Background: an optimization exercise with open tools, aiming at small area. Do not read the settings as production practice. The RTL was checked by simulation tests, not by an equivalence proof against the original design. Power figures rest on the tool's default switching activity, not on a simulated workload.

// systolic_array
module systolic_array(
    input wire[7:0] inp_west0,
    input wire[7:0] inp_west4,
    input wire[7:0] inp_west8,
    input wire[7:0] inp_west12,
    input wire[7:0] inp_north0,
    input wire[7:0] inp_north1,
    input wire[7:0] inp_north2,
    input wire[7:0] inp_north3,
    output wire [15:0] out00,
    output wire [15:0] out01,
    output wire [15:0] out02,
    output wire [15:0] out03,
    output wire [15:0] out04,
    output wire [15:0] out05,
    output wire [15:0] out06,
    output wire [15:0] out07,
    output wire [15:0] out08,
    output wire [15:0] out09,
    output wire [15:0] out10,
    output wire [15:0] out11,
    output wire [15:0] out12,
    output wire [15:0] out13,
    output wire [15:0] out14,
    output wire [15:0] out15,
    input wire clk,
    input wire rst,
    output reg done);
Size in the first run: roughly 320 I/O pins, roughly 36,000 sq um of cells after synthesis.
==> flow/config.mk <==
export PLATFORM = sky130hd
export DESIGN_NAME = systolic_array
export DESIGN_NICKNAME = systolic_array
export VERILOG_FILES = /design/flow/design.v
export SDC_FILE = /design/flow/constraint.sdc
export NUM_CORES = 4
export LEC_CHECK = 0
export ABC_AREA = 1
export CAP_MARGIN = 20
export CORE_MARGIN = 2
export CORE_UTILIZATION = 65
export GPL_TIMING_DRIVEN = 0
export SETUP_SLACK_MARGIN = 0.08
export SLEW_MARGIN = 20
==> flow/constraint.sdc <==
create_clock -name core_clock -period 6.0 [get_ports {clk}]
set_input_delay 1.2000 -clock core_clock [delete_from_list [all_inputs] [get_ports {clk}]]
set_output_delay 1.2000 -clock core_clock [all_outputs]
set_load 0.01 [all_outputs]
standard.sh (not shown) runs the stock make flow with config.mk's settings and CLKGATE_MAP_FILE= SYNTH_SCRIPT=/design/flow/synth_recipe.tcl, a recipe that flattens the netlist after the stock synthesis.
==> flow/flow/run.sh <==
#!/bin/bash
# The standard layout (standard.sh) with these changes:
#  - SYNTH_ARGS=-noabc: Yosys's quick ABC pass inside `synth` is skipped, so the explicit
#    full-adder trees in the RTL reach extract_fa unchanged and map to fa/ha cells without
#    inverters between them (the final ABC mapping still runs as usual);
#  - port buffers are buf_1 instead of the 10 um2 delay buffers buffer_ports picks by default
#    (every input and output port still gets its own buffer);
#  - REMOVE_ABC_BUFFERS=1: the floorplan step removes the buffers ABC inserted instead of
#    resizing for timing that early (repair_design and repair_timing run later as usual);
#  - clock tree: no dummy loads, clkbuf_16 only, sink clusters of up to 30 within 80 um.
set -euo pipefail
export SYNTH_ARGS=-noabc
export REMOVE_ABC_BUFFERS=1
export BUFFER_PORTS_ARGS="-inputs -outputs -buffer_cell sky130_fd_sc_hd__buf_1"
export CTS_ARGS="-sink_clustering_enable -repair_clock_nets -dont_use_dummy_load -sink_clustering_size 30 -sink_clustering_max_diameter 80 -buf_list {sky130_fd_sc_hd__clkbuf_16}"
bash standard.sh > standard.log 2>&1
The baseline passed the timing, DRC and antenna checks.
Edit:
--- a/flow/flow/run.sh
+++ b/flow/flow/run.sh
@@ -8,9 +8,9 @@
 #  - REMOVE_ABC_BUFFERS=1: the floorplan step removes the buffers ABC inserted instead of
 #    resizing for timing that early (repair_design and repair_timing run later as usual);
-#  - clock tree: no dummy loads, clkbuf_16 only, sink clusters of up to 30 within 80 um.
+#  - clock tree: no dummy loads, clkbuf_16 only, sink clusters of up to 30 within 120 um.
 set -euo pipefail
 export SYNTH_ARGS=-noabc
 export REMOVE_ABC_BUFFERS=1
 export BUFFER_PORTS_ARGS="-inputs -outputs -buffer_cell sky130_fd_sc_hd__buf_1"
-export CTS_ARGS="-sink_clustering_enable -repair_clock_nets -dont_use_dummy_load -sink_clustering_size 30 -sink_clustering_max_diameter 80 -buf_list {sky130_fd_sc_hd__clkbuf_16}"
+export CTS_ARGS="-sink_clustering_enable -repair_clock_nets -dont_use_dummy_load -sink_clustering_size 30 -sink_clustering_max_diameter 120 -buf_list {sky130_fd_sc_hd__clkbuf_16}"
 bash standard.sh > standard.log 2>&1
Outcome: Synthesized area does not change; clock skew decreases by 0.0068 ns; design area fell by 1.2%; global-route usage decreases by 0.31 points; core utilization is lower by 0.89 points; die area is unchanged; final cell count fell by 0.43%; sequential share of layout area rose by 0.29 points; total power falls by 5.9%.
Edit:
Settings changed: SETUP_SLACK_MARGIN 0.08 to 0.05.
=> The new run completed without violations. Worst setup slack improved by 0.0052 ns. Sequential cell count stays the same. Routed wire length hardly moves. Global-route usage does not change. Sequential share of layout area stays flat. Design area is about the same. Count of clock-buffer cells in the layout is unchanged.

-- afterwards: timing with drivers on the ports --
No port has a modelled driver above. Below, the same layouts with a new extraction and two added sets of constraints. Step 1 assumes that a clkbuf_16 drives the clock port and a buf_2 every other input. Step 2 moves the port delays by t, midway between the first and last clock arrival at a register: inputs arrive t later, outputs are due t later. That takes back most of the time a late clock gives input paths. Three values: ideal ports, drivers, drivers and shift; two values: the first two.
| run | shift t [ns] | setup slack, ns | worst hold slack (ns) | worst data-port slew with drivers (ns) |
|---|---|---|---|---|
| the first run | 0.613 | 0.184 / 0.184 / -0.368 | 0.294 / 0.294 / 0.294 | 0.13 |
| the second run | 0.605 | 0.153 / 0.176 / -0.429 | 0.334 / 0.334 / 0.334 | 0.12 |
| the third run | 0.606 | 0.158 / 0.193 / -0.413 | 0.333 / 0.333 / 0.333 | 0.12 |
Met with ideal ports but missed after step 2: setup timing in every run listed. For the second run, which loses most, drivers alone change the setup slack by +0.023 ns; drivers and shift together by -0.582 ns.
